Source: an optimization exercise on an open RTL-to-GDS flow (aim: small area, a short achievable clock period and few clock cycles). Production flows keep margins and buffers that such runs may drop. In this exercise RTL edits were held to simulation tests only and were not proved equivalent to the original. Power figures rest on the tool's default switching activity, not on a simulated workload.

==> design/flow/design.v <==
`timescale 1ns / 1ps
module EditDistance(
output wire [31:0] addr_rom_0,
input  wire [1:0]  data_o_0,
output wire [31:0] addr_rom_1,
input  wire [1:0]  data_o_1,
input  wire clk,
input  wire rst,
output reg         result_en,
output wire [31:0] result_addr,
output wire [31:0] result
);
localparam P    = 16;         
localparam N    = 1640;       
localparam W    = N - P + 1;  
localparam NB   = 2;          
localparam CW   = P / NB;     
reg        ph;
reg [10:0] cnt;
reg        done;
reg [10:0] raddr;
localparam [10:0] FIRST = 11'd19 + NB;
localparam [10:0] LAST  = W - 1;
always @(posedge clk) begin
    if (rst) begin
        ph    <= 1'b0;
        cnt   <= 11'd0;
        done  <= 1'b0;
        result_en <= 1'b0;
        raddr <= 11'd0;
    end else begin
        if (!ph && cnt[3:0] == 4'd15) begin
            ph  <= 1'b1;
            cnt <= 11'd0;
        end else begin
            cnt <= cnt + 11'd1;
        end
        if (ph && (cnt & FIRST) == FIRST && !done)
            result_en <= 1'b1;
        if (result_en) begin
            raddr <= raddr + 11'd1;
            if ((raddr & LAST) == LAST) begin
                result_en <= 1'b0;
                done <= 1'b1;
            end
        end
    end
end
wire ld = !ph || cnt[10:1] == 10'd0;
assign addr_rom_0  = {21'd0, cnt};
assign addr_rom_1  = {28'd0, cnt[3:0]};
assign result_addr = {21'd0, raddr};
reg [1:0] pat [0:P-1];
always @(posedge clk) begin : pat_shift
    integer j;
    if (ld) begin
        pat[P-1] <= data_o_1;
        for (j = 0; j < P-1; j = j + 1) pat[j] <= pat[j+1];
    end
end
wire [1:0] tsel [0:NB-1];
assign tsel[0] = data_o_0;
genvar g;
for (g = 1; g < NB; g = g + 1) begin : tdel
    reg [1:0] q;
    if (g == 1) begin : d1
        always @(posedge clk) q <= data_o_0;
    end else begin : dn
        always @(posedge clk) q <= tdel[g-1].q;
    end
    assign tsel[g] = q;
end
reg [P-1:0] m;
wire [P-1:0] mn = ~m;
always @(posedge clk) begin : match
    integer j;
    for (j = 0; j < P; j = j + 1) m[j] <= (tsel[j / CW] == pat[j]);
end
wire [P-1:0] vr [0:P];
genvar r, k, c;
for (k = 0; k < P; k = k + 1) begin : top
    assign vr[0][k] = (k % 2 == 1);           
end
for (r = 1; r <= P; r = r + 1) begin : row
    reg [P-1:0] vq;
    wire [NB:0] aout;              
    reg  [NB:0] aq;
    always @(posedge clk) aq <= aout;
    assign aout[0] = 1'b0;
    for (k = 0; k < NB; k = k + 1) begin : blk
        wire [CW:0] a;                 
        assign a[0] = (k == 0) ? ((r % 2) == 1) : aq[k];
        for (c = 0; c < CW; c = c + 1) begin : cl
            localparam J = k*CW + c;
            wire mm = m[J];
            wire v  = vr[r-1][J];
            if (r == 1 || J == 0) begin : edge_cell
                if ((r + J) % 2 == 0) begin : ev
                    assign a[c+1] = ~((mm | a[c]) & v);
                    always @(posedge clk) vq[J] <= ~((~mm & v) | a[c]);
                end else begin : od
                    assign a[c+1] = ~((a[c] & ~mm) | v);
                    always @(posedge clk) vq[J] <= ~((mm | v) & a[c]);
                end
            end else begin : inner
                wire vo;
                if ((r + J) % 2 == 0) begin : ev
                    EdCellE u (.a(a[c]), .v(v), .m(mm), .mn(mn[J]), .ao(a[c+1]), .vo(vo));
                end else begin : od
                    EdCellO u (.a(a[c]), .v(v), .m(mm), .mn(mn[J]), .ao(a[c+1]), .vo(vo));
                end
                always @(posedge clk) vq[J] <= vo;
            end
        end
        assign aout[k+1] = a[CW];
    end
    assign vr[r] = vq;
end
wire [P-1:0] nbr16;
for (k = 0; k < P; k = k + 1) begin : fix
    assign nbr16[k] = (k % 2 == 0) ? ~vr[P][k] : vr[P][k];
end
localparam HALF = 8;
localparam G    = P / HALF;
function [3:0] popg;
input [7:0] v;
reg [7:0] s;
reg x;
begin
    s = v;
    x = s[0] & s[1]; s[1] = s[0] | s[1]; s[0] = x;
    x = s[2] & s[3]; s[3] = s[2] | s[3]; s[2] = x;
    x = s[0] & s[2]; s[2] = s[0] | s[2]; s[0] = x;
    x = s[1] & s[3]; s[3] = s[1] | s[3]; s[1] = x;
    x = s[1] & s[2]; s[2] = s[1] | s[2]; s[1] = x;
    x = s[4] & s[5]; s[5] = s[4] | s[5]; s[4] = x;
    x = s[6] & s[7]; s[7] = s[6] | s[7]; s[6] = x;
    x = s[4] & s[6]; s[6] = s[4] | s[6]; s[4] = x;
    x = s[5] & s[7]; s[7] = s[5] | s[7]; s[5] = x;
    x = s[5] & s[6]; s[6] = s[5] | s[6]; s[5] = x;
    x = s[0] & s[4]; s[4] = s[0] | s[4]; s[0] = x;
    x = s[2] & s[6]; s[6] = s[2] | s[6]; s[2] = x;
    x = s[2] & s[4]; s[4] = s[2] | s[4]; s[2] = x;
    x = s[1] & s[5]; s[5] = s[1] | s[5]; s[1] = x;
    x = s[3] & s[7]; s[7] = s[3] | s[7]; s[3] = x;
    x = s[3] & s[5]; s[5] = s[3] | s[5]; s[3] = x;
    x = s[1] & s[2]; s[2] = s[1] | s[2]; s[1] = x;
    x = s[3] & s[4]; s[4] = s[3] | s[4]; s[3] = x;
    x = s[5] & s[6]; s[6] = s[5] | s[6]; s[5] = x;
    popg[0] = (s[7] & ~s[6]) | (s[5] & ~s[4]) | (s[3] & ~s[2]) | (s[1] & ~s[0]);
    popg[1] = (s[6] & ~s[5]) | (s[5] & ~s[4]) | (s[2] & ~s[1]) | (s[1] & ~s[0]);
    popg[2] = (s[4] & ~s[3]) | (s[3] & ~s[2]) | (s[2] & ~s[1]) | (s[1] & ~s[0]);
    popg[3] = (s[0]);
end
endfunction
wire [4-1:0] pal [0:G-1];
for (k = 0; k < G; k = k + 1) begin : grp
    localparam DL = NB - 1 - (k * HALF) / CW;    
    reg [4-1:0] pc [0:DL];
    always @(posedge clk) pc[0] <= popg(nbr16[k*HALF +: HALF]);
    for (c = 1; c <= DL; c = c + 1) begin : dly
        always @(posedge clk) pc[c] <= pc[c-1];
    end
    assign pal[k] = pc[DL];
end
reg [4:0] zeros;
always @(posedge clk) begin : tot
    integer j;
    reg [4:0] z;
    z = 5'd0;
    for (j = 0; j < G; j = j + 1) z = z + pal[j];
    zeros <= z;
end
assign result = {26'd0, zeros, 1'b0};
endmodule
module EdCellE(input wire a, input wire v, input wire m, input wire mn,
               output wire ao, output wire vo);
    assign ao = ~((m | a) & v);
    assign vo = ~((mn & v) | a);
endmodule
module EdCellO(input wire a, input wire v, input wire m, input wire mn,
               output wire ao, output wire vo);
    assign ao = ~((mn & a) | v);
    assign vo = ~((m | v) & a);
endmodule
==> design/flow/run.sh <==
#!/bin/bash
# synth_recipe.tcl (not shown) runs the flow's synth.tcl, then flattens the netlist and writes it again
# the make line also repeats each setting of config.mk as NAME=value (left out here)
make -C /OpenROAD-flow-scripts/flow DESIGN_CONFIG=/design/flow/config.mk WORK_HOME=/design/flow/orfs CLKGATE_MAP_FILE= SYNTH_SCRIPT=/design/flow/synth_recipe.tcl finish
==> design/flow/config.mk <==
export PLATFORM = sky130hd
export DESIGN_NAME = EditDistance
export DESIGN_NICKNAME = EditDistance
export VERILOG_FILES = /design/flow/design.v
export SDC_FILE = /design/flow/constraint.sdc
export NUM_CORES = 4
export LEC_CHECK = 0
export CAP_MARGIN = 20
export CORE_MARGIN = 2
export CORE_UTILIZATION = 70
export CTS_BUF_LIST = sky130_fd_sc_hd__clkbuf_16
export CTS_CLUSTER_DIAMETER = 100
export CTS_CLUSTER_SIZE = 30
export PLACE_DENSITY = 0.8
export SETUP_SLACK_MARGIN = 2.9
export SLEW_MARGIN = 20
export SYNTH_HIERARCHICAL = 1
==> design/flow/constraint.sdc <==
create_clock -name core_clock -period 5.0 [get_ports {clk}]
set_input_delay 1.0000 -clock core_clock [delete_from_list [all_inputs] [get_ports {clk}]]
set_output_delay 1.0000 -clock core_clock [all_outputs]
set_load 0.01 [all_outputs]
==> results.ini, run 1 <==
[pwr]
p_seq_share_pct=56.7
sw_frac_of_total_pct=30.6
peakVddDrop_mv=0.389
leakagePower_nw=5.74
pwr-share-comb_pct=23.9
clkPwrFrac_pct=19.4
p_sw_mw=2.33
p_int_mw=5.29
power_mw=7.62
powerDensity_nw_per_um2=542

[die]
dieArea_sq_um=19100
core-area_sq_um=17800
pin_count=135
start_util_pct=70.8
die_y_microns=138
fp.dieW_microns=138
rows=49

[timing]
maxSlewHeadroom_pct=59.0
setup_viol=0
hold_viol=0
period_share_pct=42.0
final_max_slew_viol_count=0
min_period_ns=2.10
whs_ns=0.330
tightest_slew_ns=0.615
setup-tns-final_ns=0
timing.final.ws_setup_ns=2.90
finalClockSkew_ns=0.0342
max_freq_ghz=0.476
rsz0062_at_grt=yes

[placement]
pre_cts_ws_ns=2.46
portBuffers=37
dp.cells=1505
placed_cell_area_sq_um=12900
place_congestion=0.779
dp_hpwl_mm=13.7

[global_routing]
grt_max_degree=32
grt_overflow=0
antenna_found_initial=0
grt_pass1_wl_mm=34.7
grt_pass1_vias=8011
grt_usage_pct=20.8

[clock_tree]
cts_tree=built
numCtsBuffers=16
clk_latency_ns=0.51
clock_path_buffers=3
holdBufCountCts=0
cts-root-buf=clkbuf_16
cts.sinks=364
path_clk_slew_ns=0.11
htreeDepth=1

[finish]
n_antenna_cell=0
utilization_pct=78.8
stdcell_area_sq_um=14100
nFillCells=1180
fin_cells=1597
area_growth_pct=11.4
drive_above_1_share_pct=15.9
nets=1381

[setup_path]
critical_path.slowest_cell=dfxtp_4
start_kind=register
critical_path_class=reg -> out
path_cells=buf_6, buf_6
cpPeakStageDelay_ns=0.37
cp-end-kind=output port
cp_common_cell=buf_6
critical_path_arrival_ns=1.10
worst_ep_required_time_ns=4.00
path_max_fanout=2

[worst_hold_path]
hold_path_class=reg -> reg

[drt]
vias=8883
drc=0
routedWlPerCell_microns=13.9
drt_iter0_markers=520
drt-total-wl_mm=22.3
dr.pass1.iters=4
drt-vias-per-instance=5.56
antenna_left=0

[logic_synthesis]
syn_area_sq_um=12600
netlist_instances=1246
yosysWarningCount=10
avgSynthCellArea_sq_um=10.1

[run]
drv_cap=0

[outcome]
status=no timing/DRC/antenna violations

layout by cell type, fill, tap and decap left out, drive strengths merged, types with 3 or more instances in the layout:
cell	count
edfxtp	32
nor2	63
inv	29
xnor2	9
and2	6
buf	102
or2	3
o21ai	231
nand3	15
ha	10
conb	97
nor3	10
nand2	39
nand4	8
o311ai	3
dfxtp	332
nor4	3
clkdlybuf4s50	5
clkbuf	24
xor2	42
nand3b	3
clkinvlp	7
nand2b	8
nor2b	9
a21oi	233
or3	4
a21o	4
nor3b	4
final cells by class:
class	count	area, sq um	area share [%]
sequential	364	7690	54.7
multi-input combinational	835	4620	32.8
timing repair buffer	114	851	6.05
clock buffer	17	425	3.02
tap	229	287	2.04
inverter	31	140	0.996
clock inverter	5	45.0	0.320
timing repair inverter	2	10.0	0.0712
worst max-delay path, delay by kind of cell, from the launching register on:
family	cells	cell delay, ns
buffers and inverters	2	0.23
DFF	1	0.37
metal layers:
metal / vias to the layer above / routed length, microns / GRT usage, %
met3: 29 / 903 / 3.05
met1: 4193 / 9570 / 25.2
li1: 4445 / - / -
met5: - / 0 / 0
met2: 216 / 11500 / 39.0
met4: 0 / 282 / 5.21
path summary, 6_finish.rpt:
check | startpoint | to | slack [ns] | cells after the start
max | cnt[0] | addr_rom_1[0] | 2.90 | 2
min | grp[0].pc[0][0] | grp[0].pc[1][0] | 0.33 | 0
max reg2reg | cnt[7] | pat[13][1] | 2.92 | 4
min reg2reg | grp[0].pc[0][0] | grp[0].pc[1][0] | 0.33 | 0
state kept, by name (all words and copies together) (netlist names):
name / cells
cnt: 11
done: 1
grp.pc: 12
m: 16
pat: 32
ph: 1
raddr: 11
result_en: 1
row.aq: 16
row.vq: 256
tdel.q: 2
zeros: 5
power groups by stage:
stage	clock network, mW	registers [mW]	logic, mW
4_1_cts	1.52	4.30	1.69
5_1_grt	1.61	4.43	2.07
6_report	1.48	4.32	1.82
3_3_place_gp	0	4.31	1.59
2_1_floorplan	0	4.27	1.40
3_5_place_dp	0	4.37	1.66
repair_timing:
item | in CTS | in global routing
endpoints found under the setup margin | 126 | 91
gates resized for setup | 153 | 67
pin swaps | 6 | 15
cloned | 1 | 2
buffers inserted | 35 | 32
Testbench counts, summed over its fixed seeds: cycles 53,248.
==> run 2, diff against run 1 <==
--- a/design/flow/config.mk
+++ b/design/flow/config.mk
@@ -5,6 +5,7 @@
 export SDC_FILE = /design/flow/constraint.sdc
 export NUM_CORES = 4
 export LEC_CHECK = 0
+export ABC_AREA = 1
 export CAP_MARGIN = 20
 export CORE_MARGIN = 2
 export CORE_UTILIZATION = 70
@@ -12,6 +13,6 @@
 export CTS_CLUSTER_DIAMETER = 100
 export CTS_CLUSTER_SIZE = 30
 export PLACE_DENSITY = 0.8
-export SETUP_SLACK_MARGIN = 2.9
+export SETUP_SLACK_MARGIN = 2.75
 export SLEW_MARGIN = 20
 export SYNTH_HIERARCHICAL = 1
==> run 2 against run 1 <==
- synthesized cell count rose by 4.7%
- critical path depth fell by 1
- register-to-register slack barely moved
- worst hold slack improved by 0.0080 ns
- worst setup slack got worse by 0.10 ns
- via count fell by 2.4%
- critical endpoint is now result_addr[7]
- combinational power fell by 12%
- highest routed layer unchanged
- clock skew fell by 0.0046 ns
- largest cell class unchanged
- core utilization fell by 1.6 points
==> results.ini, run 2 <==
[outcome]
status=no timing/DRC/antenna violations

[clock_tree]
holdBufCountCts=0
numCtsBuffers=16
cts.sinks=364
clk_latency_ns=0.50
cts_tree=built
cts-root-buf=clkbuf_16
clock_path_buffers=3
htreeDepth=1
path_clk_slew_ns=0.11

[drt]
routedWlPerCell_microns=12.9
drt-total-wl_mm=20.6
antenna_left=0
top_layer_used=met4
routedLengthMet1_mm=9.06
vias=8670
drt-vias-per-instance=5.42
drc=0
drt_iter0_markers=541
dr_wl_met2_mm=10.5
wl_met3_microns=780
dr.pass1.iters=5

[setup_path]
path_cells=dlygate4sd2_1
start_kind=register
critical_path_arrival_ns=1.21
worst-path-buf-inv=1
cp-end-kind=output port
cpPeakStageDelay_ns=0.41
worst_ep_required_time_ns=4.00
critical_path.slowest_cell=dfxtp_2
critical_path_class=reg -> out
crit_family=flip-flops
path_max_fanout=6

[placement]
place_congestion=0.780
portBuffers=37
dp_hpwl_mm=14.0

[logic_synthesis]
yosysWarningCount=10
netlist_instances=1305
syn_area_sq_um=12500
avgSynthCellArea_sq_um=9.60

[timing]
rsz0062_at_grt=yes
min_period_ns=2.21
period_share_pct=44.1
setup-tns-final_ns=0
whs_ns=0.338
tightest_slew_ns=0.786
final_max_slew_viol_count=0
maxSlewHeadroom_pct=47.6
hold_viol=0
max_freq_ghz=0.453
finalClockSkew_ns=0.0296
setup_viol=0

[pwr]
power_mw=7.35
pwr-share-comb_pct=21.8
p_int_mw=5.11
clkPwrFrac_pct=20.1
leakagePower_nw=5.66
p_sw_mw=2.23
sw_frac_of_total_pct=30.4
p_seq_share_pct=58.0
peakVddDrop_mv=0.356
powerDensity_nw_per_um2=546

[finish]
register_area_sq_um=7650
final_common_cell=dfxtp_1
nets=1387
layout_common_cells=dfxtp_1 (309), a21oi_1 (224), o21ai_1 (218), conb_1 (97), nand2_1 (94)
nFillCells=1236
largestRegisters=row.vq: 256 flops, pat: 32 flops
area_growth_pct=7.42
drive_above_1_share_pct=6.18
largest_register_ffs=256
multi_input_area_sq_um=4210
n_antenna_cell=0
top_register=row.vq

[die]
fp.dieW_microns=138
core-area_sq_um=17400
rows=48
die_y_microns=138
start_util_pct=71.9
dieArea_sq_um=19000
pin_count=135

[global_routing]
grt_usage_pct=20.9
grt_pass1_vias=7905
grt_max_degree=33
antenna_found_initial=0
grt_pass1_wl_mm=33.2
grt_overflow=0

[worst_hold_path]
hold_path_class=reg -> reg

[run]
drv_cap=0

run 2: path summary, 6_finish.rpt:
kind,start,endpoint,slack (ns),cells after the start
setup / recovery,raddr[7],result_addr[7],2.79,1
hold / removal,grp[0].pc[0][3],grp[0].pc[1][3],0.34,0
setup reg to reg,m[8],row[3].vq[15],2.92,10
hold reg to reg,grp[0].pc[0][3],grp[0].pc[1][3],0.34,0
run 2: layout make-up:
type,count,share of cell area (%)
sequential,364,56.9
multi-input combinational,847,31.3
timing repair buffer,60,3.89
clock buffer,17,3.16
inverter,80,2.34
tap,225,2.09
clock inverter,6,0.363
timing repair inverter,1,0.0372
run 2: stage by stage:
step	setup WS (ns)	utilization, %	instance area (sq um)	cells
2_1_floorplan	3.02	-	12900	1401
3_3_place_gp	2.54	73.4	12800	1559
3_5_place_dp	2.49	73.4	12800	1559
4_1_cts	2.51	76.3	13300	1586
5_1_grt	2.72	77.3	13500	1600
6_report	2.79	77.3	13500	1600
run 2: power by group through the flow:
stage / clock [mW] / sequential (mW) / combinational, mW
floorplan: 0 / 4.23 / 1.30
global placement: 0 / 4.26 / 1.49
detailed placement: 0 / 4.32 / 1.57
CTS: 1.51 / 4.26 / 1.58
global route: 1.60 / 4.37 / 1.87
finish: 1.48 / 4.26 / 1.60
run 2: what timing repair did:
| item | 4_1_cts | 5_1_grt |
|---|---|---|
| resized for setup | 56 | 17 |
| endpoints found under the setup margin | 71 | 50 |
| cloned | 0 | 1 |
| setup buffers | 4 | 13 |
run 2: metal layers:
layer / global-route usage (%) / up-vias
li1: - / 4390
met1: 25.0 / 4079
met2: 40.2 / 171
met3: 2.69 / 30
met4: 4.25 / 0
met5: 0 / -
==> run 3, diff against run 2 <==
--- a/design/flow/config.mk
+++ b/design/flow/config.mk
@@ -13,6 +13,6 @@
 export CTS_CLUSTER_DIAMETER = 100
 export CTS_CLUSTER_SIZE = 30
 export PLACE_DENSITY = 0.8
-export SETUP_SLACK_MARGIN = 2.75
+export SETUP_SLACK_MARGIN = 3.0
 export SLEW_MARGIN = 20
 export SYNTH_HIERARCHICAL = 1
==> run 3 against run 2 <==
- design area grew 5.2%
- synthesized cell count is the same
- global-route usage grew 1.7 points
- clock power is essentially flat
- critical path depth is the same
- core utilization grew 4.0 points
- sequential cell count is the same
- worst setup slack gained 0.17 ns
- first-iteration DRC count grew 19%
- critical path type unchanged
==> results.ini, run 3 <==
[logic_synthesis]
yosysWarningCount=10
syn_area_sq_um=12500
netlist_instances=1305
avgSynthCellArea_sq_um=9.60

[die]
die_y_microns=138
fp.dieW_microns=138
rows=48
core-area_sq_um=17400
dieArea_sq_um=19000
pin_count=135
start_util_pct=71.9

[setup_path]
critical_path_arrival_ns=1.04
cpPeakStageDelay_ns=0.41
cp-end-kind=output port
path_cells=buf_6
critical_path.slowest_cell=dfxtp_4
crit_family=flip-flops
start_kind=register
worst-path-buf-inv=1
critical_path_class=reg -> out
path_max_fanout=6
worst_ep_required_time_ns=4.00

[clock_tree]
clock_path_buffers=3
htreeDepth=1
cts-root-buf=clkbuf_16
clk_latency_ns=0.51
path_clk_slew_ns=0.12
cts.sinks=364
numCtsBuffers=16
holdBufCountCts=0
cts_tree=built

[finish]
top_register=row.vq
drive_above_1_share_pct=15.5
layout_common_cells=dfxtp_1 (300), o21ai_1 (208), a21oi_1 (194), conb_1 (97), nand2_1 (94)
largestRegisters=row.vq: 256 flops, pat: 32 flops
area_growth_pct=13.0
n_antenna_cell=0
nFillCells=1073
nets=1438
largest_register_ffs=256
final_common_cell=dfxtp_1

[drt]
drt-vias-per-instance=5.50
drt_iter0_markers=644
dr.pass1.iters=7
drt-total-wl_mm=23.1
vias=9085
routedWlPerCell_microns=14.0
drc=0
antenna_left=0

[run]
drv_cap=0

[global_routing]
grt_overflow=0
antenna_found_initial=0
grt_max_degree=33
grt_usage_pct=22.7
grt_pass1_vias=8126
grt_pass1_wl_mm=35.5

[timing]
min_period_ns=2.04
finalClockSkew_ns=0.0378
max_freq_ghz=0.491
final_max_slew_viol_count=0
maxSlewHeadroom_pct=59.0
rsz0062_at_grt=yes
setup_viol=0
setup-tns-final_ns=0
hold_viol=0
timing.final.ws_setup_ns=2.96
tightest_slew_ns=0.613
whs_ns=0.338
period_share_pct=40.7

[placement]
pre_cts_ws_ns=2.49
place_congestion=0.780
dp_hpwl_mm=14.0
portBuffers=37

[outcome]
status=no timing/DRC/antenna violations

[worst_hold_path]
hold_path_class=reg -> reg

[pwr]
power_mw=7.61
leakagePower_nw=5.88
peakVddDrop_mv=0.359
powerDensity_nw_per_um2=538

## run 3: report_power, final
group	total [mW]	internal (mW)	switching, mW
clock network	1.50	0.632	0.866
logic	1.81	0.777	1.03
registers	4.30	3.82	0.486
total	7.61	5.23	2.39
## run 3: path summary, 6_finish.rpt
path | from | to | slack (ns) | depth (start not counted)
worst max-delay path | cnt[3] | addr_rom_0[3] | 2.96 | 1
worst min-delay path | grp[0].pc[0][0] | grp[0].pc[1][0] | 0.34 | 0
worst max register to register | m[8] | row[7].vq[15] | 2.98 | 11
worst min register to register | grp[0].pc[0][0] | grp[0].pc[1][0] | 0.34 | 0
## run 3: area by class of cell
type,count,area (sq um),share of cell area [%]
clock buffers,17,425,3.00
multi-input cells,847,4390,31.0
clock inverters,6,48.8,0.345
well taps,225,282,1.99
repair buffers,110,978,6.91
flip-flops and latches,364,7690,54.3
inverters,80,330,2.33
repair inverters,2,12.5,0.0884
## run 3: stage by stage
step / cells / utilization (%) / cell area, sq um
2_1_floorplan: 1401 / - / 12900
3_3_place_gp: 1559 / 73.4 / 12800
3_5_place_dp: 1559 / 73.4 / 12800
4_1_cts: 1624 / 78.5 / 13700
5_1_grt: 1651 / 81.3 / 14200
6_report: 1651 / 81.3 / 14200
## run 3: worst reg2reg max path, delay by kind of cell, from the launching register on
family	cells	cell delay (ns)
flip-flops	1	0.39
AO/OA/AOI/OAI	8	1.10
buffers and inverters	3	0.40
## run 3: metal layers
metal	track usage [%]	share of wire [%]
met1	28.3	43
met4	4.54	1.2
met3	2.80	4.3
met2	42.2	51
met5	0	0
## run 3: timing repair
action                     CTS  global route
setup buffers               40            26
setup endpoints to repair  115           128
pin swaps                    4            16
resized for setup          209            61
gates cloned                 2             1
==> run 4, diff against run 3 <==
--- a/design/flow/config.mk
+++ b/design/flow/config.mk
@@ -13,6 +13,6 @@
 export CTS_CLUSTER_DIAMETER = 100
 export CTS_CLUSTER_SIZE = 30
 export PLACE_DENSITY = 0.8
-export SETUP_SLACK_MARGIN = 3.0
+export SETUP_SLACK_MARGIN = 2.9
 export SLEW_MARGIN = 20
 export SYNTH_HIERARCHICAL = 1
==> run 4 against run 3 <==
- largest cell class unchanged
- still clean on timing, DRC and antenna
- critical path depth unchanged
- worst hold slack gained 0.00064 ns
- clock power hardly changed
- power is 1.7% lower
- global-route usage decreased by 0.88 points
- worst setup slack worse by 0.027 ns
==> results.ini, run 4 <==
[finish]
n_antenna_cell=0
drive_above_1_share_pct=13.5
largestRegisters=row.vq: 256 flops, pat: 32 flops
area_growth_pct=10.4
final_common_cell=dfxtp_1
nets=1430
stdcell_area_sq_um=13800
top_register=row.vq
fin_cells=1643
largest_register_ffs=256
utilization_pct=79.4
layout_common_cells=dfxtp_1 (302), o21ai_1 (213), a21oi_1 (208), conb_1 (97), nand2_1 (94)

[clock_tree]
path_clk_slew_ns=0.11
htreeDepth=1
numCtsBuffers=16
clk_latency_ns=0.51
cts_tree=built
holdBufCountCts=0
clock_path_buffers=3
cts-root-buf=clkbuf_16
cts.sinks=364

[global_routing]
grt_overflow=0
grt_pass1_vias=8030
grt_max_degree=33
antenna_found_initial=0
grt_usage_pct=21.8
grt_pass1_wl_mm=34.3

[timing]
hold_viol=0
rsz0062_at_grt=no
finalClockSkew_ns=0.0366
tightest_slew_ns=0.785
setup_viol=0
final_max_slew_viol_count=0
max_freq_ghz=0.485
maxSlewHeadroom_pct=47.7
min_period_ns=2.06
period_share_pct=41.3
whs_ns=0.338
setup-tns-final_ns=0
timing.final.ws_setup_ns=2.94

[setup_path]
critical_path_arrival_ns=1.06
cpPeakStageDelay_ns=0.35
cp-end-kind=output port
worst-path-buf-inv=1
crit_family=flip-flops
path_cells=clkdlybuf4s15_2
critical_path.slowest_cell=dfxtp_2
critical_path_class=reg -> out
rrSetupSlack_ns=2.98
start_kind=register
worst_ep_required_time_ns=4.00
path_max_fanout=2

[outcome]
status=no timing/DRC/antenna violations

[logic_synthesis]
syn_area_sq_um=12500
yosysWarningCount=10
netlist_instances=1305
avgSynthCellArea_sq_um=9.60

[placement]
place_congestion=0.780
pre_cts_ws_ns=2.49
placed_cell_area_sq_um=12800
dp.cells=1559
portBuffers=37
dp_hpwl_mm=14.0

[drt]
antenna_left=0
drt-total-wl_mm=22.0
routedWlPerCell_microns=13.4
vias=9028
drt-vias-per-instance=5.49
dr.pass1.iters=5
drt_iter0_markers=588
drc=0

[pwr]
peakVddDrop_mv=0.356
powerDensity_nw_per_um2=542
power_mw=7.49
leakagePower_nw=5.79

[run]
drv_cap=0

[die]
core-area_sq_um=17400
fp.dieW_microns=138
start_util_pct=71.9
die_y_microns=138
dieArea_sq_um=19000
rows=48
pin_count=135

[worst_hold_path]
hold_path_class=reg -> reg

==> run 4: per-layer routing <==
metal  track usage [%]  up-vias  share of wire (%)
li1                  -     4480                  -
met1              26.8     4304                 44
met2              40.9      213                 50
met3              2.80       31                4.1
met4              4.54        0                1.3
met5                 0        -                  0
==> run 4: path summary, 6_finish.rpt <==
check,start,endpoint,cells after the start
setup / recovery,cnt[9],addr_rom_0[9],1
setup reg to reg,m[8],row[7].vq[15],11
hold reg to reg,grp[0].pc[0][0],grp[0].pc[1][0],0
hold / removal,grp[0].pc[0][0],grp[0].pc[1][0],0
==> run 4: layout make-up <==
cell class              count  area [sq um]
fillers                  1156          3590
clock buffers              17           425
flip-flops and latches    364          7680
inverters                  80           330
multi-input cells         847          4300
clock inverters             6          48.8
well taps                 225           282
repair buffers            101           743
repair inverters            3          15.0
==> run 4: power breakdown <==
group	total (mW)	leakage [nW]	switching, mW	internal [mW]
clock network	1.48	0.248	0.854	0.631
registers	4.29	3.11	0.468	3.82
logic	1.72	2.43	0.992	0.726
==> run 4: timing repair <==
action                     4_1_cts  5_1_grt
setup buffers                   27       30
gates resized for setup        140       65
setup endpoints to repair       99       82
pin swaps                        0       13
cloned                           1        3
==> run 5, diff against run 4 <==
--- a/design/flow/config.mk
+++ b/design/flow/config.mk
@@ -10,8 +10,8 @@
 export CORE_MARGIN = 2
 export CORE_UTILIZATION = 70
 export CTS_BUF_LIST = sky130_fd_sc_hd__clkbuf_16
-export CTS_CLUSTER_DIAMETER = 100
-export CTS_CLUSTER_SIZE = 30
+export CTS_CLUSTER_DIAMETER = 80
+export CTS_CLUSTER_SIZE = 24
 export PLACE_DENSITY = 0.8
 export SETUP_SLACK_MARGIN = 2.9
 export SLEW_MARGIN = 20
==> run 5 against run 4 <==
- synthesized cell count stayed put
- largest cell class unchanged
- largest power group unchanged
- critical path type is now reg -> reg
- clock-buffer cell count up 2
- highest routed layer unchanged
- final cell count hardly changed
- via count is 0.45% lower
==> results.ini, run 5 <==
[setup_path]
worst_ep_required_time_ns=5.43
cp_common_cell=o21ai_1
cp-end-kind=register
critical_path_class=reg -> reg
path_max_fanout=17
critical_path_arrival_ns=2.55
path_cells=buf_6, clkinvlp_4, buf_4, a21oi_1, o21ai_1, a21oi_1, o21ai_1, a21oi_2, o21ai_1, o21ai_1
start_kind=register
critical_path.slowest_cell=dfxtp_1
cpPeakStageDelay_ns=0.35

[die]
die_y_microns=138
dieArea_sq_um=19000
pin_count=135
start_util_pct=71.9
core-area_sq_um=17400
rows=48
fp.dieW_microns=138

[timing]
setup_viol=0
tightest_slew_ns=0.802
maxSlewHeadroom_pct=46.5
min_period_ns=2.13
setup-tns-final_ns=0
final_max_slew_viol_count=0
period_share_pct=42.5
finalClockSkew_ns=0.0226
max_freq_ghz=0.470
hold_viol=0
rsz0062_at_grt=yes

[finish]
area_growth_pct=10.6
largestRegisters=row.vq: 256 flops, pat: 32 flops
register_area_sq_um=7680
layout_common_cells=dfxtp_1 (302), o21ai_1 (216), a21oi_1 (205), conb_1 (97), nand2_1 (94)
stdcell_area_sq_um=13900
drive_above_1_share_pct=13.1
nets=1428
multi_input_area_sq_um=4300
n_antenna_cell=0
final_common_cell=dfxtp_1
largest_register_ffs=256
top_register=row.vq
nFillCells=1143

[global_routing]
grt_usage_pct=22.2
grt_overflow=0
grt_max_degree=33
antenna_found_initial=0
grt_pass1_vias=8063
grt_pass1_wl_mm=34.7

[pwr]
p_seq_share_pct=56.7
pwr-share-comb_pct=22.6
sw_frac_of_total_pct=30.8
leakagePower_nw=5.79
powerDensity_nw_per_um2=546
p_sw_mw=2.33
clkPwrFrac_pct=20.7
peakVddDrop_mv=0.430
p_int_mw=5.23

[clock_tree]
holdBufCountCts=0
numCtsBuffers=19
cts_tree=built
cts.sinks=364
cts-root-buf=clkbuf_16
clock_path_buffers=3
clk_latency_ns=0.50
htreeDepth=1
path_clk_slew_ns=0.09

[drt]
dr.pass1.iters=5
drc=0
drt-vias-per-instance=5.47
antenna_left=0
drt_iter0_markers=555
vias=8987
drt-total-wl_mm=22.3
routedWlPerCell_microns=13.6

[placement]
dp_hpwl_mm=14.0
portBuffers=37
place_congestion=0.780
placed_cell_area_sq_um=12800

[outcome]
status=no timing/DRC/antenna violations

[worst_hold_path]
hold_path_class=reg -> reg

[run]
drv_cap=0

[logic_synthesis]
syn_area_sq_um=12500
avgSynthCellArea_sq_um=9.60
netlist_instances=1305
yosysWarningCount=10

-- run 5: what timing repair did --
action	in CTS	in global routing
pin swaps	0	14
endpoints found under the hold margin	0	0
resized for setup	135	63
cloned	1	1
setup endpoints to repair	100	85
buffers inserted	27	27
-- run 5: metal layers --
| layer | global-route usage [%] | wire (microns) |
|---|---|---|
| met1 | 27.1 | 9440 |
| met2 | 41.2 | 11500 |
| met3 | 2.94 | 951 |
| met4 | 5.90 | 372 |
| met5 | 0 | 0 |
-- run 5: layout make-up --
cell class                 instances  share of cell area, %
sequential                       364                   55.4
multi-input combinational        847                   31.0
timing repair buffer              97                   5.27
clock buffer                      19                   3.43
inverter                          80                   2.38
tap                              225                   2.03
clock inverter                     8                  0.334
timing repair inverter             2                 0.0723
-- run 5: path summary, 6_finish.rpt --
kind | start | endpoint | slack [ns] | cells after the start
hold / removal | grp[0].pc[0][0] | grp[0].pc[1][0] | 0.33 | 0
hold reg to reg | grp[0].pc[0][0] | grp[0].pc[1][0] | 0.33 | 0
setup reg to reg | m[9] | row[12].vq[15] | 2.87 | 10
setup / recovery | m[9] | row[12].vq[15] | 2.87 | 10
-- run 5: power groups by stage --
stage	Combinational [mW]	Clock (mW)	Sequential, mW
final	1.71	1.57	4.29
after global routing	1.97	1.70	4.39
after CTS	1.59	1.60	4.26
after detailed placement	1.57	0	4.32
after global placement	1.49	0	4.26
after floorplan	1.30	0	4.23
-- run 5: through the flow --
| step | total power [mW] | cells | setup slack (ns) | util, % | hold slack, ns |
|---|---|---|---|---|---|
| after floorplan | 5.53 | 1401 | 3.02 | - | 0.310 |
| after global placement | 5.76 | 1559 | 2.54 | 73.4 | 0.311 |
| after detailed placement | 5.90 | 1559 | 2.49 | 73.4 | 0.315 |
| after CTS | 7.45 | 1614 | 2.79 | 78.0 | 0.335 |
| after global routing | 8.06 | 1642 | 2.75 | 79.5 | 0.343 |
| final | 7.56 | 1642 | 2.87 | 79.5 | 0.334 |
-- run 5: worst max-delay path: cells and delay by family (launching register included) --
kind | cells | cell delay, ns
buffers and inverters | 3 | 0.57
flip-flops | 1 | 0.35
AO/OA/AOI/OAI | 7 | 1.10
==> run 6, diff against run 5 <==
--- a/design/flow/config.mk
+++ b/design/flow/config.mk
@@ -9,9 +9,9 @@
 export CAP_MARGIN = 20
 export CORE_MARGIN = 2
 export CORE_UTILIZATION = 70
-export CTS_BUF_LIST = sky130_fd_sc_hd__clkbuf_16
-export CTS_CLUSTER_DIAMETER = 80
-export CTS_CLUSTER_SIZE = 24
+export CTS_BUF_LIST = sky130_fd_sc_hd__clkbuf_8
+export CTS_CLUSTER_DIAMETER = 60
+export CTS_CLUSTER_SIZE = 20
 export PLACE_DENSITY = 0.8
 export SETUP_SLACK_MARGIN = 2.9
 export SLEW_MARGIN = 20
==> run 6 against run 5 <==
- clock skew down 0.0010 ns
- first-iteration DRC count down 0.54%
- design area decreased by 2.0%
- core utilization decreased by 1.6 points
- non-clock buffer count down 7
- worst setup slack gained 0.066 ns
- register-to-register slack improved by 0.09 ns
- maximum frequency grew 3.2%
- via count fell by 1.3%
- sequential power hardly changed
- synthesized area did not move
- die area did not move
==> results.ini, run 6 <==
[timing]
min_period_ns=2.06
timing.final.ws_setup_ns=2.94
rsz0062_at_grt=yes
period_share_pct=41.2
final_max_slew_viol_count=0
tightest_slew_ns=0.794
maxSlewHeadroom_pct=47.1
setup_viol=0
setup-tns-final_ns=0
finalClockSkew_ns=0.0216
max_freq_ghz=0.486
hold_viol=0
whs_ns=0.339

[finish]
final_common_cell=dfxtp_1
layout_common_cells=dfxtp_1 (302), o21ai_1 (216), a21oi_1 (209), conb_1 (97), nand2_1 (94)
area_growth_pct=8.37
drive_above_1_share_pct=12.7
nets=1423
fin_cells=1639
largest_register_ffs=256
n_antenna_cell=0
largestRegisters=row.vq: 256 flops, pat: 32 flops
top_register=row.vq

[die]
dieArea_sq_um=19000
pin_count=135
die_y_microns=138
fp.dieW_microns=138
rows=48
start_util_pct=71.9
core-area_sq_um=17400

[global_routing]
grt_usage_pct=21.5
grt_overflow=0
grt_max_degree=33
grt_pass1_wl_mm=34.1
grt_pass1_vias=8026
antenna_found_initial=0

[setup_path]
start_kind=register
path_cells=buf_2
crit_end=addr_rom_1[0]
r2r-end=row[7].vq[15]
r2r_start=m[8]
worst-path-buf-inv=1
cp.depth=1
startpoint=cnt[0]
rr_worst_depth=10
worst_ep_required_time_ns=4.00
critical_path_arrival_ns=1.06
critical_path.slowest_cell=dfxtp_4
cpPeakStageDelay_ns=0.37
rrSetupSlack_ns=2.96
cp-end-kind=output port
path_max_fanout=3
crit_family=flip-flops
critical_path_class=reg -> out

[clock_tree]
cts.sinks=364
htreeDepth=1
clk_latency_ns=0.55
path_clk_slew_ns=0.12
cts-root-buf=clkbuf_8
holdBufCountCts=0
clock_path_buffers=3
numCtsBuffers=22
cts_tree=built

[pwr]
leakagePower_nw=5.70
peakVddDrop_mv=0.357
powerDensity_nw_per_um2=531
power_mw=7.20

[drt]
vias=8868
drc=0
antenna_left=0
drt-total-wl_mm=21.3
drt-vias-per-instance=5.41
drt_iter0_markers=552
routedWlPerCell_microns=13.0
dr.pass1.iters=4

[placement]
dp_hpwl_mm=14.0
dp.cells=1559
pre_cts_ws_ns=2.49
portBuffers=37
place_congestion=0.780

[logic_synthesis]
avgSynthCellArea_sq_um=9.60
netlist_instances=1305
syn_area_sq_um=12500
yosysWarningCount=10

[run]
drv_cap=0

[worst_hold_path]
hold_path_class=reg -> reg
holdCritStartpoint=grp[0].pc[0][0]

[outcome]
status=no timing/DRC/antenna violations

## run 6: final cells by class
type	instances	area, sq um
repair inverters	1	5.00
multi-input cells	847	4280
repair buffers	90	644
clock inverters	9	47.5
well taps	225	282
inverters	80	323
fillers	1215	3840
clock buffers	23	317
flip-flops and latches	364	7680
## run 6: how the worst min path moves through the flow
stage / cells after the start / slack, ns / end
global route: 0 / 0.35 / grp[0].pc[1][2]
global placement: 0 / 0.31 / grp[0].pc[1][2]
floorplan: 0 / 0.31 / grp[0].pc[1][0]
CTS: 0 / 0.34 / grp[0].pc[1][2]
finish: 0 / 0.34 / grp[0].pc[1][0]
detailed placement: 0 / 0.31 / grp[0].pc[1][0]
## run 6: repair_timing
action	in CTS	in global routing
buffers inserted	28	19
setup endpoints to repair	98	67
pin swaps	0	11
gates resized for setup	171	36
cloned	1	0
## run 6: per-layer routing
layer	vias to the layer above	GRT usage [%]	routed length, microns
li1	4464	-	-
met1	4155	26.3	9250
met2	218	40.2	10700
met3	31	2.80	985
met4	0	5.44	371
met5	-	0	0
## run 6: report_power, final
group	total, mW	internal [mW]	switching (mW)
Sequential	4.27	3.82	0.452
Combinational	1.67	0.700	0.966
Clock	1.27	0.433	0.835
## run 6: worst reg2reg max path, delay by kind of cell (launching register included)
| kind | cells | cell delay [ns] |
|---|---|---|
| AOI/OAI and AO/OA | 8 | 1.15 |
| buffers and inverters | 2 | 0.41 |
| DFF | 1 | 0.36 |
## run 6: stage by stage
| stage | utilization [%] | instance area, sq um |
|---|---|---|
| floorplan | - | 12900 |
| global placement | 73.4 | 12800 |
| detailed placement | 73.4 | 12800 |
| CTS | 76.4 | 13300 |
| global route | 77.9 | 13600 |
| finish | 77.9 | 13600 |
==> run 7, diff against run 6 <==
==> design/flow/flow/run.sh (new file) <==
#!/bin/bash
set -euo pipefail
bash standard.sh \
  "CTS_ARGS=-sink_clustering_enable -repair_clock_nets -sink_clustering_size 30 -sink_clustering_max_diameter 100 -buf_list sky130_fd_sc_hd__clkbuf_16 -dont_use_dummy_load" \
  finish > flow.log 2>&1
==> design/flow/standard.sh (new file) <==
#!/bin/bash
# synth_recipe.tcl (not shown) runs the flow's synth.tcl, then flattens the netlist and writes it again
# the make line also repeats each setting of config.mk as NAME=value (left out here)
make -C /OpenROAD-flow-scripts/flow DESIGN_CONFIG=/design/flow/config.mk WORK_HOME=/design/flow/orfs CLKGATE_MAP_FILE= SYNTH_SCRIPT=/design/flow/synth_recipe.tcl "${@:-finish}"
--- a/design/flow/config.mk
+++ b/design/flow/config.mk
@@ -9,9 +9,10 @@
 export CAP_MARGIN = 20
 export CORE_MARGIN = 2
 export CORE_UTILIZATION = 70
-export CTS_BUF_LIST = sky130_fd_sc_hd__clkbuf_8
-export CTS_CLUSTER_DIAMETER = 60
-export CTS_CLUSTER_SIZE = 20
+export CTS_BUF_LIST = sky130_fd_sc_hd__clkbuf_16
+export CTS_CLUSTER_DIAMETER = 100
+export CTS_CLUSTER_SIZE = 30
+export GPL_TIMING_DRIVEN = 0
 export PLACE_DENSITY = 0.8
 export SETUP_SLACK_MARGIN = 2.9
 export SLEW_MARGIN = 20
removed: design/flow/run.sh
==> run 7 against run 6 <==
- sequential cell count is the same
- worst setup slack got worse by 0.027 ns
- non-clock buffer count rose by 110
- combinational power up 4%
- clock skew increased by 0.043 ns
- core utilization is 5.3 points higher
- first-iteration DRC count rose by 16%
- power grew 2.8%
- highest routed layer unchanged
==> results.ini, run 7 <==
[pwr]
powerDensity_nw_per_um2=511
p_sw_mw=2.26
pwr-share-comb_pct=23.3
p_seq_share_pct=58.0
clkPwrFrac_pct=18.7
peakVddDrop_mv=0.346
leakagePower_nw=6.26
sw_frac_of_total_pct=30.5
p_int_mw=5.15

[finish]
nets=1526
largest_register_ffs=256
area_growth_pct=15.7
nFillCells=1073
n_antenna_cell=0
stdcell_area_sq_um=14500
largestRegisters=row.vq: 256 flops, pat: 32 flops
final_common_cell=dfxtp_1
top_register=row.vq
drive_above_1_share_pct=19.1
layout_common_cells=dfxtp_1 (301), o21ai_1 (214), a21oi_1 (204), buf_4 (150), conb_1 (97)
fin_cells=1732

[drt]
antenna_left=0
drt_iter0_markers=642
drt-vias-per-instance=5.31
drt-total-wl_mm=22.9
drc=0
dr.pass1.iters=7
routedWlPerCell_microns=13.2
vias=9203

[setup_path]
cp.depth=2
r2r_start=m[8]
crit_end=addr_rom_1[1]
startpoint=cnt[1]
rr_worst_depth=10
r2r-end=row[13].vq[15]
worst-path-buf-inv=2
start_kind=register
critical_path.slowest_cell=dfxtp_4
critical_path_arrival_ns=1.09
critical_path_class=reg -> out
worst_ep_required_time_ns=4.00
cp_common_cell=buf_6
rrSetupSlack_ns=2.96
cp-end-kind=output port
crit_family=flip-flops
path_max_fanout=4
path_cells=buf_6, buf_6
cpPeakStageDelay_ns=0.37

[timing]
whs_ns=0.338
hold_viol=0
rsz0062_at_grt=yes
final_max_slew_viol_count=0
finalClockSkew_ns=0.0643
setup_viol=0
tightest_slew_ns=0.630
max_freq_ghz=0.479
period_share_pct=41.7
maxSlewHeadroom_pct=57.9
setup-tns-final_ns=0
min_period_ns=2.09

[global_routing]
grt_usage_pct=22.4
grt_overflow=0
antenna_found_initial=0
grt_pass1_vias=8185
grt_pass1_wl_mm=35.3
grt_max_degree=33

[clock_tree]
cts.sinks=364
cts_tree=built
htreeDepth=1
clock_path_buffers=3
clk_latency_ns=0.50
numCtsBuffers=16
path_clk_slew_ns=0.10
holdBufCountCts=0
cts-root-buf=clkbuf_16

[worst_hold_path]
hold_path_depth=0
hold_path_class=reg -> reg

[die]
rows=48
core-area_sq_um=17400
start_util_pct=71.9
dieArea_sq_um=19000
fp.dieW_microns=138
die_y_microns=138
pin_count=135

[run]
drv_cap=0

[placement]
placed_cell_area_sq_um=13500
dp.cells=1662
place_congestion=0.715
portBuffers=36
dp_hpwl_mm=14.5

[logic_synthesis]
syn_area_sq_um=12500
netlist_instances=1305
avgSynthCellArea_sq_um=9.60
yosysWarningCount=10

[outcome]
status=no timing/DRC/antenna violations

-- run 7: stage by stage --
stage	power (mW)	setup WS, ns	utilization, %
6_report	7.41	2.91	83.2
5_1_grt	7.88	2.82	83.2
4_1_cts	7.32	2.89	81.8
3_5_place_dp	5.94	2.42	77.7
3_3_place_gp	5.80	2.61	77.7
2_1_floorplan	5.53	3.02	-
-- run 7: worst reg2reg max path: stages (launching register included) --
cell,delay (ns)
dfxtp_4,0.40
clkinvlp_4,0.10
buf_4,0.17
a21oi_1,0.23
o21ai_1,0.13
a21oi_1,0.20
o21ai_1,0.12
a21oi_1,0.19
o21ai_1,0.14
a21oi_1,0.17
a21oi_1,0.06
-- run 7: final cells by class --
cell class | count | area [sq um] | area share [%]
repair buffers | 90 | 662 | 4.57
inverters | 80 | 330 | 2.28
multi-input cells | 847 | 4310 | 29.7
plain buffers | 110 | 832 | 5.74
clock buffers | 16 | 400 | 2.76
well taps | 225 | 282 | 1.94
flip-flops and latches | 364 | 7680 | 53.0
-- run 7: worst min path at each step --
| stage | from | end | slack, ns |
|---|---|---|---|
| final | grp[0].pc[0][2] | grp[0].pc[1][2] | 0.34 |
| after global routing | grp[0].pc[0][2] | grp[0].pc[1][2] | 0.35 |
| after CTS | grp[0].pc[0][2] | grp[0].pc[1][2] | 0.34 |
| after detailed placement | grp[0].pc[0][2] | grp[0].pc[1][2] | 0.32 |
| after global placement | grp[0].pc[0][2] | grp[0].pc[1][2] | 0.31 |
| after floorplan | grp[0].pc[0][0] | grp[0].pc[1][0] | 0.31 |
-- run 7: repair_timing --
item / CTS / global route
endpoints found under the setup margin: 124 / 94
pin swaps: 1 / 8
gates resized for setup: 151 / 65
setup buffers: 30 / 24
-- run 7: layer usage --
layer / up-vias / share of wire [%] / GRT usage [%]
li1: 4657 / - / -
met1: 4271 / 42 / 27.7
met2: 241 / 51 / 42.1
met3: 34 / 5.0 / 2.72
met4: 0 / 1.9 / 4.76
met5: - / 0 / 0
-- run 7: power by group through the flow --
stage	registers, mW	logic, mW	clock network [mW]
2_1_floorplan	4.23	1.30	0
3_3_place_gp	4.27	1.52	0
3_5_place_dp	4.33	1.61	0
4_1_cts	4.27	1.64	1.41
5_1_grt	4.40	1.98	1.50
6_report	4.30	1.73	1.38
==> run 8, diff against run 7 <==
--- a/design/flow/config.mk
+++ b/design/flow/config.mk
@@ -12,7 +12,6 @@
 export CTS_BUF_LIST = sky130_fd_sc_hd__clkbuf_16
 export CTS_CLUSTER_DIAMETER = 100
 export CTS_CLUSTER_SIZE = 30
-export GPL_TIMING_DRIVEN = 0
 export PLACE_DENSITY = 0.8
 export SETUP_SLACK_MARGIN = 2.9
 export SLEW_MARGIN = 20
==> run 8 against run 7 <==
- still clean
- final cell count decreased by 5.8%
- non-clock buffer count decreased by 103
- sequential power about the same
- first-iteration DRC count decreased by 8.9%
- power decreased by 0.92%
- sequential share of layout area increased by 3.1 points
- sequential cell count unchanged
- synthesized cell count unchanged
- die area unchanged
- combinational power decreased by 3%
- design area decreased by 5.6%
- core utilization decreased by 4.7 points
- critical endpoint is now addr_rom_0[9]
- largest power group unchanged
- highest routed layer unchanged
==> results.ini, run 8 <==
[setup_path]
critical_path_class=reg -> out
crit_family=flip-flops
worst-path-buf-inv=1
critical_path_arrival_ns=1.07
path_cells=clkdlybuf4s15_2
start_kind=register
cp-end-kind=output port
cpPeakStageDelay_ns=0.35
critical_path.slowest_cell=dfxtp_2
worst_ep_required_time_ns=4.00
path_max_fanout=2

[global_routing]
grt_pass1_wl_mm=34.2
grt_pass1_vias=8036
grt_usage_pct=21.8
antenna_found_initial=0
grt_overflow=0
grt_max_degree=33

[drt]
antenna_left=0
drt-vias-per-instance=5.49
drt_iter0_markers=585
vias=8948
routedWlPerCell_microns=13.2
drc=0
dr.pass1.iters=9
drt-total-wl_mm=21.6

[die]
dieArea_sq_um=19000
start_util_pct=71.9
die_y_microns=138
rows=48
core-area_sq_um=17400
pin_count=135
fp.dieW_microns=138

[timing]
setup-tns-final_ns=0
tightest_slew_ns=0.782
rsz0062_at_grt=yes
maxSlewHeadroom_pct=47.9
final_max_slew_viol_count=0
min_period_ns=2.07
setup_viol=0
max_freq_ghz=0.484
period_share_pct=41.4
hold_viol=0
finalClockSkew_ns=0.0615

[clock_tree]
numCtsBuffers=16
cts_tree=built
clk_latency_ns=0.51
cts-root-buf=clkbuf_16
clock_path_buffers=3
cts.sinks=364
path_clk_slew_ns=0.11
htreeDepth=1

[finish]
fin_cells=1631
largest_register_ffs=256
register_area_sq_um=7680
nFillCells=1182
largestRegisters=row.vq: 256 flops, pat: 32 flops
nets=1425
multi_input_area_sq_um=4270
drive_above_1_share_pct=12.8
top_register=row.vq
n_antenna_cell=0
layout_common_cells=dfxtp_1 (302), o21ai_1 (216), a21oi_1 (208), conb_1 (97), nand2_1 (94)
final_common_cell=dfxtp_1
area_growth_pct=9.23

[pwr]
peakVddDrop_mv=0.356
leakagePower_nw=5.70
powerDensity_nw_per_um2=536

[logic_synthesis]
netlist_instances=1305
yosysWarningCount=10
syn_area_sq_um=12500
avgSynthCellArea_sq_um=9.60

[outcome]
status=no timing/DRC/antenna violations

[worst_hold_path]
hold_path_class=reg -> reg

[placement]
dp_hpwl_mm=14.0
portBuffers=37
place_congestion=0.780
dp.cells=1559

[run]
drv_cap=0

[run 8: stage by stage]
step / worst slack (ns) / hold WS (ns) / power [mW] / instance area [sq um] / utilization [%]
final: 2.93 / 0.335 / 7.34 / 13700 / 78.6
after global routing: 2.80 / 0.349 / 7.83 / 13700 / 78.6
after CTS: 2.79 / 0.335 / 7.26 / 13500 / 77.3
after detailed placement: 2.49 / 0.315 / 5.90 / 12800 / 73.4
after global placement: 2.54 / 0.311 / 5.76 / 12800 / 73.4
after floorplan: 3.02 / 0.310 / 5.53 / 12900 / -
[run 8: layout make-up]
| type | instances | share of cell area [%] |
|---|---|---|
| Sequential cell | 364 | 56.1 |
| Timing Repair Buffer | 97 | 5.17 |
| Inverter | 80 | 2.41 |
| Multi-Input combinational cell | 847 | 31.2 |
| Tap cell | 225 | 2.06 |
| Clock buffer | 16 | 2.93 |
| Timing Repair inverter | 2 | 0.0732 |
[run 8: timing repair]
item	in CTS	in global routing
setup buffers	27	27
hold buffers	0	0
endpoints found under the setup margin	98	90
pin swaps	0	12
gates cloned	1	1
resized for setup	132	63
[run 8: worst paths after layout]
| check | from | to | slack (ns) | cells after the start |
|---|---|---|---|---|
| setup / recovery | cnt[9] | addr_rom_0[9] | 2.93 | 1 |
| hold / removal | grp[0].pc[0][2] | grp[0].pc[1][2] | 0.33 | 0 |
| setup reg to reg | m[8] | row[15].vq[15] | 3.00 | 10 |
| hold reg to reg | grp[0].pc[0][2] | grp[0].pc[1][2] | 0.33 | 0 |
[run 8: where the power goes]
group	switching [mW]	internal (mW)	total, mW	leakage, nW
sequential	0.454	3.82	4.27	3.11
combinational	0.970	0.703	1.67	2.39
clock	0.816	0.579	1.40	0.197
[run 8: metal layers]
layer	GRT usage [%]	routed length, microns
met2	40.9	11000
met1	26.7	9420
met3	2.72	887
met5	0	0
met4	4.82	301
==> run 9, diff against run 8 <==
==> design/flow/flow/run.sh (replaced) <==
#!/bin/bash
set -euo pipefail
bash standard.sh \
  "CTS_ARGS=-sink_clustering_enable -repair_clock_nets -sink_clustering_size 30 -sink_clustering_max_diameter 100 -buf_list sky130_fd_sc_hd__clkbuf_16 -dont_use_dummy_load" \
  SKIP_REPAIR_TIE_FANOUT=1 \
  finish > flow.log 2>&1
==> run 9 against run 8 <==
- synthesized area unchanged
- final cell count down 6.4%
- routed wire length down 2.5%
- clock-buffer cell count unchanged
- sequential cell count unchanged
- critical path type unchanged
- synthesized cell count unchanged
- sequential share of layout area up 1.7 points
- largest cell class unchanged
- combinational power about the same
- largest power group unchanged
==> results.ini, run 9 <==
[finish]
stdcell_area_sq_um=13300
area_growth_pct=6.08
largestRegisters=row.vq: 256 flops, pat: 32 flops
nFillCells=1197
top_register=row.vq
final_common_cell=dfxtp_1
drive_above_1_share_pct=12.2
multi_input_area_sq_um=3900
largest_register_ffs=256
register_area_sq_um=7680
n_antenna_cell=0
nets=1320
layout_common_cells=dfxtp_1 (303), o21ai_1 (218), a21oi_1 (215), nand2_1 (94), nor2_1 (89)

[clock_tree]
clock_path_buffers=3
htreeDepth=1
numCtsBuffers=16
holdBufCountCts=0
clk_latency_ns=0.50
cts.sinks=364
cts-root-buf=clkbuf_16
cts_tree=built
path_clk_slew_ns=0.11

[worst_hold_path]
worstHoldEndpoint=grp[0].pc[1][3]
hold_path_depth=0
hold_path_class=reg -> reg
holdCritStartpoint=grp[0].pc[0][3]

[setup_path]
worst-path-buf-inv=2
rrSetupSlack_ns=3.03
path_cells=buf_6, buf_6
r2r_start=m[8]
cp-end-kind=output port
critical_path_arrival_ns=1.10
cp_common_cell=buf_6
r2r-end=row[11].vq[15]
path_max_fanout=4
critical_path_class=reg -> out
worst_ep_required_time_ns=4.00
cpPeakStageDelay_ns=0.38
crit_family=flip-flops
critical_path.slowest_cell=dfxtp_4
start_kind=register
rr_worst_depth=11

[logic_synthesis]
avgSynthCellArea_sq_um=9.60
netlist_instances=1305
yosysWarningCount=10
syn_area_sq_um=12500

[global_routing]
grt_overflow=0
grt_usage_pct=21.8
grt_max_degree=98
grt_pass1_wl_mm=34.4
grt_pass1_vias=8026
antenna_found_initial=0

[pwr]
leakagePower_nw=5.35
peakVddDrop_mv=0.421
power_mw=7.32
powerDensity_nw_per_um2=551

[die]
rows=48
start_util_pct=71.9
core-area_sq_um=17400
fp.dieW_microns=138
pin_count=135
dieArea_sq_um=19000
die_y_microns=138

[drt]
dr.pass1.iters=5
dr_wl_met2_mm=10.5
antenna_left=0
drt-vias-per-instance=5.61
top_layer_used=met4
vias=8564
drt-total-wl_mm=21.0
drt_iter0_markers=522
routedLengthMet1_mm=9.26
wl_met3_microns=818
routedWlPerCell_microns=13.8
drc=0

[placement]
place_congestion=0.738
portBuffers=37
placed_cell_area_sq_um=12400
pre_cts_ws_ns=2.50
dp_hpwl_mm=13.8

[timing]
whs_ns=0.343
period_share_pct=41.9
timing.final.ws_setup_ns=2.90
finalClockSkew_ns=0.0609
maxSlewHeadroom_pct=58.0
hold_viol=0
max_freq_ghz=0.477
min_period_ns=2.10
rsz0062_at_grt=yes
final_max_slew_viol_count=0
setup-tns-final_ns=0
tightest_slew_ns=0.629
setup_viol=0

[outcome]
status=no timing/DRC/antenna violations

[run]
drv_cap=0

run 9: how the worst max path moves through the flow:
stage	to	from	cells after the start	slack [ns]
final	addr_rom_0[2]	cnt[2]	2	2.90
after global routing	addr_rom_0[2]	cnt[2]	2	2.87
after CTS	result_en	result_en	1	2.79
after detailed placement	row[3].aq[1]	m[0]	9	2.50
after global placement	cnt[7]	rst	5	2.52
after floorplan	row[11].vq[15]	m[8]	9	3.02
run 9: metal layers:
layer,global-route usage (%),up-vias
li1,-,4360
met1,26.1,3984
met2,41.0,183
met3,2.72,37
met4,6.12,0
met5,0,-
run 9: report_power, final:
group	total [mW]	internal, mW	switching [mW]
logic	1.66	0.690	0.967
registers	4.27	3.82	0.458
clock network	1.39	0.579	0.808
total	7.32	5.08	2.23
run 9: worst register-to-register path, stage by stage (launching register included):
cell and delay [ns]:
dfxtp_2 0.35, buf_12 0.15, clkinvlp_4 0.11, buf_12 0.15
a21oi_2 0.17, o21ai_1 0.12, a21oi_2 0.16, o21ai_1 0.12
a21oi_1 0.18, o21ai_1 0.12, a21oi_1 0.16, a21oi_1 0.06
run 9: area by class of cell:
cell class | count | area share (%)
sequential | 364 | 57.8
multi-input combinational | 751 | 29.4
timing repair buffer | 89 | 5.18
clock buffer | 16 | 3.01
inverter | 80 | 2.46
tap | 225 | 2.12
timing repair inverter | 1 | 0.0377
run 9: through the flow:
stage	std cells	utilization [%]
floorplan	1305	-
global placement	1463	71.3
detailed placement	1463	71.3
CTS	1509	75.4
global route	1526	76.3
finish	1526	76.3
run 9: repair_timing:
| item | 4_1_cts | 5_1_grt |
|---|---|---|
| resized for setup | 136 | 52 |
| endpoints found under the setup margin | 113 | 122 |
| endpoints found under the hold margin | 0 | 0 |
| buffers inserted | 29 | 17 |
| pin swaps | 0 | 5 |
| cloned | 1 | 0 |
==> run 10, diff against run 9 <==
==> design/flow/flow/run.sh (replaced) <==
#!/bin/bash
set -euo pipefail
bash standard.sh \
  "CTS_ARGS=-sink_clustering_enable -repair_clock_nets -sink_clustering_size 30 -sink_clustering_max_diameter 100 -buf_list sky130_fd_sc_hd__clkbuf_16 -dont_use_dummy_load" \
  finish > flow.log 2>&1
--- a/design/flow/config.mk
+++ b/design/flow/config.mk
@@ -8,11 +8,11 @@
 export ABC_AREA = 1
 export CAP_MARGIN = 20
 export CORE_MARGIN = 2
-export CORE_UTILIZATION = 70
+export CORE_UTILIZATION = 65
 export CTS_BUF_LIST = sky130_fd_sc_hd__clkbuf_16
 export CTS_CLUSTER_DIAMETER = 100
 export CTS_CLUSTER_SIZE = 30
-export PLACE_DENSITY = 0.8
+export PLACE_DENSITY = 0.75
 export SETUP_SLACK_MARGIN = 2.9
 export SLEW_MARGIN = 20
 export SYNTH_HIERARCHICAL = 1
==> run 10 against run 9 <==
- largest power group unchanged
- still clean
- design area grew 3.8%
- largest cell class unchanged
- non-clock buffer count grew 11
- final cell count grew 9.4%
- power grew 0.82%
- sequential cell count is the same
==> results.ini, run 10 <==
[clock_tree]
htreeDepth=1
cts_tree=built
clk_latency_ns=0.51
cts-root-buf=clkbuf_16
clock_path_buffers=3
cts.sinks=364
path_clk_slew_ns=0.10
numCtsBuffers=16

[finish]
register_area_sq_um=7680
layout_common_cells=dfxtp_1 (302), a21oi_1 (209), o21ai_1 (209), conb_1 (97), nand2_1 (94)
area_growth_pct=10.1
final_common_cell=dfxtp_1
nets=1428
top_register=row.vq
multi_input_area_sq_um=4330
nFillCells=1379
drive_above_1_share_pct=13.2
largest_register_ffs=256
n_antenna_cell=0
largestRegisters=row.vq: 256 flops, pat: 32 flops

[pwr]
leakagePower_nw=5.74
powerDensity_nw_per_um2=535
peakVddDrop_mv=0.330

[timing]
period_share_pct=41.2
final_max_slew_viol_count=0
hold_viol=0
timing.final.ws_setup_ns=2.94
rsz0062_at_grt=yes
tightest_slew_ns=0.653
finalClockSkew_ns=0.0650
max_freq_ghz=0.486
setup-tns-final_ns=0
setup_viol=0
min_period_ns=2.06
maxSlewHeadroom_pct=56.4

[setup_path]
path_max_fanout=8
critical_path_class=reg -> reg
start_kind=register
critical_path_arrival_ns=2.44
worst_ep_required_time_ns=5.38
cp-end-kind=register

[placement]
place_congestion=0.797
dp_hpwl_mm=13.8
portBuffers=37
pre_cts_ws_ns=2.46

[global_routing]
grt_pass1_wl_mm=34.4
grt_pass1_vias=8074
antenna_found_initial=0
grt_usage_pct=19.8
grt_max_degree=33
grt_overflow=0

[outcome]
status=no timing/DRC/antenna violations

[logic_synthesis]
yosysWarningCount=10
netlist_instances=1305
syn_area_sq_um=12500
avgSynthCellArea_sq_um=9.60

[drt]
vias=8769
drc=0
drt-total-wl_mm=20.7
drt_iter0_markers=517
antenna_left=0
dr.pass1.iters=5
drt-vias-per-instance=5.25
routedWlPerCell_microns=12.4

[die]
dieArea_sq_um=20400
start_util_pct=66.5
rows=50
core-area_sq_um=18800
fp.dieW_microns=143
die_y_microns=143
pin_count=135

[worst_hold_path]
hold_path_class=reg -> reg

[run]
drv_cap=0

==> run 10: where the power goes <==
group          leakage [nW]  switching [mW]  internal, mW  total (mW)
Combinational          2.43           0.984         0.738        1.72
Sequential             3.11           0.458          3.82        4.27
Clock                 0.197           0.803         0.579        1.38
Total                  5.74            2.24          5.13        7.38
==> run 10: path summary, 6_finish.rpt <==
check / start / endpoint / depth (start not counted) / slack (ns)
worst max-delay path: m[8] / row[5].vq[15] / 12 / 2.94
worst min-delay path: grp[0].pc[0][0] / grp[0].pc[1][0] / 0 / 0.34
worst max register to register: m[8] / row[5].vq[15] / 12 / 2.94
worst min register to register: grp[0].pc[0][0] / grp[0].pc[1][0] / 0 / 0.34
==> run 10: final cells by class <==
cell class | count | area share, %
Clock buffer | 16 | 2.90
Inverter | 80 | 2.37
Multi-Input combinational cell | 847 | 31.4
Sequential cell | 364 | 55.7
Tap cell | 260 | 2.36
Timing Repair Buffer | 100 | 5.20
Timing Repair inverter | 2 | 0.0907
==> run 10: repair_timing <==
item / 4_1_cts / 5_1_grt
resized for setup: 137 / 69
endpoints found under the setup margin: 120 / 79
cloned: 1 / 1
hold buffers: 0 / 0
pin swaps: 0 / 21
buffers inserted: 25 / 32
hold endpoints to repair: 0 / 0
==> run 10: critical path: stages (launching register included) <==
cell,delay [ns]
dfxtp_2,0.36
buf_12,0.13
clkinvlp_4,0.17
buf_4,0.20
buf_6,0.11
a21oi_4,0.14
o21ai_2,0.08
a21oi_2,0.17
o21ai_2,0.08
a21oi_2,0.19
o21ai_2,0.08
a21oi_1,0.17
a21oi_1,0.06
==> run 10: stage by stage <==
step | hold slack (ns) | area [sq um] | instances | utilization [%] | power, mW
floorplan | 0.310 | 12900 | 1401 | - | 5.53
global placement | 0.313 | 12800 | 1594 | 68.1 | 5.77
detailed placement | 0.312 | 12800 | 1594 | 68.1 | 5.90
CTS | 0.337 | 13500 | 1636 | 71.5 | 7.26
global route | 0.350 | 13800 | 1669 | 73.2 | 7.91
finish | 0.336 | 13800 | 1669 | 73.2 | 7.38
==> run 10: routing by layer <==
metal	vias up	track usage, %	share of wire (%)
li1	4456	-	-
met1	4130	24.9	45
met2	163	36.6	50
met3	20	2.55	3.3
met4	0	3.91	1.2
met5	-	0	0

-- separate check: timing with driven ports --
The flow's constraints put no driver on any port. The routed layouts listed below were extracted and timed again, unchanged, in two steps.
Step 1 sets driving cells, clkbuf_16 on the clock port and buf_2 on the other inputs (assumed; they add their load-dependent delay and slew).
Step 2 moves the port delays by t, midway between the first and last clock arrival at a register: inputs arrive t later, outputs are due t later. That takes back most of the time a late clock gives input paths.
Three values: ideal, step 1, step 2; two values: the first two.
run	shift t [ns]	setup WS [ns]	pins driven straight from the clock port
run 1	0.536	2.898 / 2.855 / 2.507	1
run 2	0.530	2.794 / 2.751 / 2.492	1
run 3	0.537	2.963 / 2.920 / 2.613	1
run 4	0.532	2.937 / 2.894 / 2.483	1
run 5	0.539	2.875 / 2.875 / 2.468	1
run 6	0.582	2.941 / 2.901 / 2.499	1
run 7	0.514	2.914 / 2.867 / 2.711	1
run 8	0.517	2.932 / 2.890 / 2.493	1
run 9	0.510	2.904 / 2.860 / 2.527	1
run 10	0.516	2.942 / 2.901 / 2.529	1
After both steps every run listed still meets setup and hold. The setup slack of run 4, which loses most, moves by -0.043 ns with the drivers and by -0.454 ns with both steps.
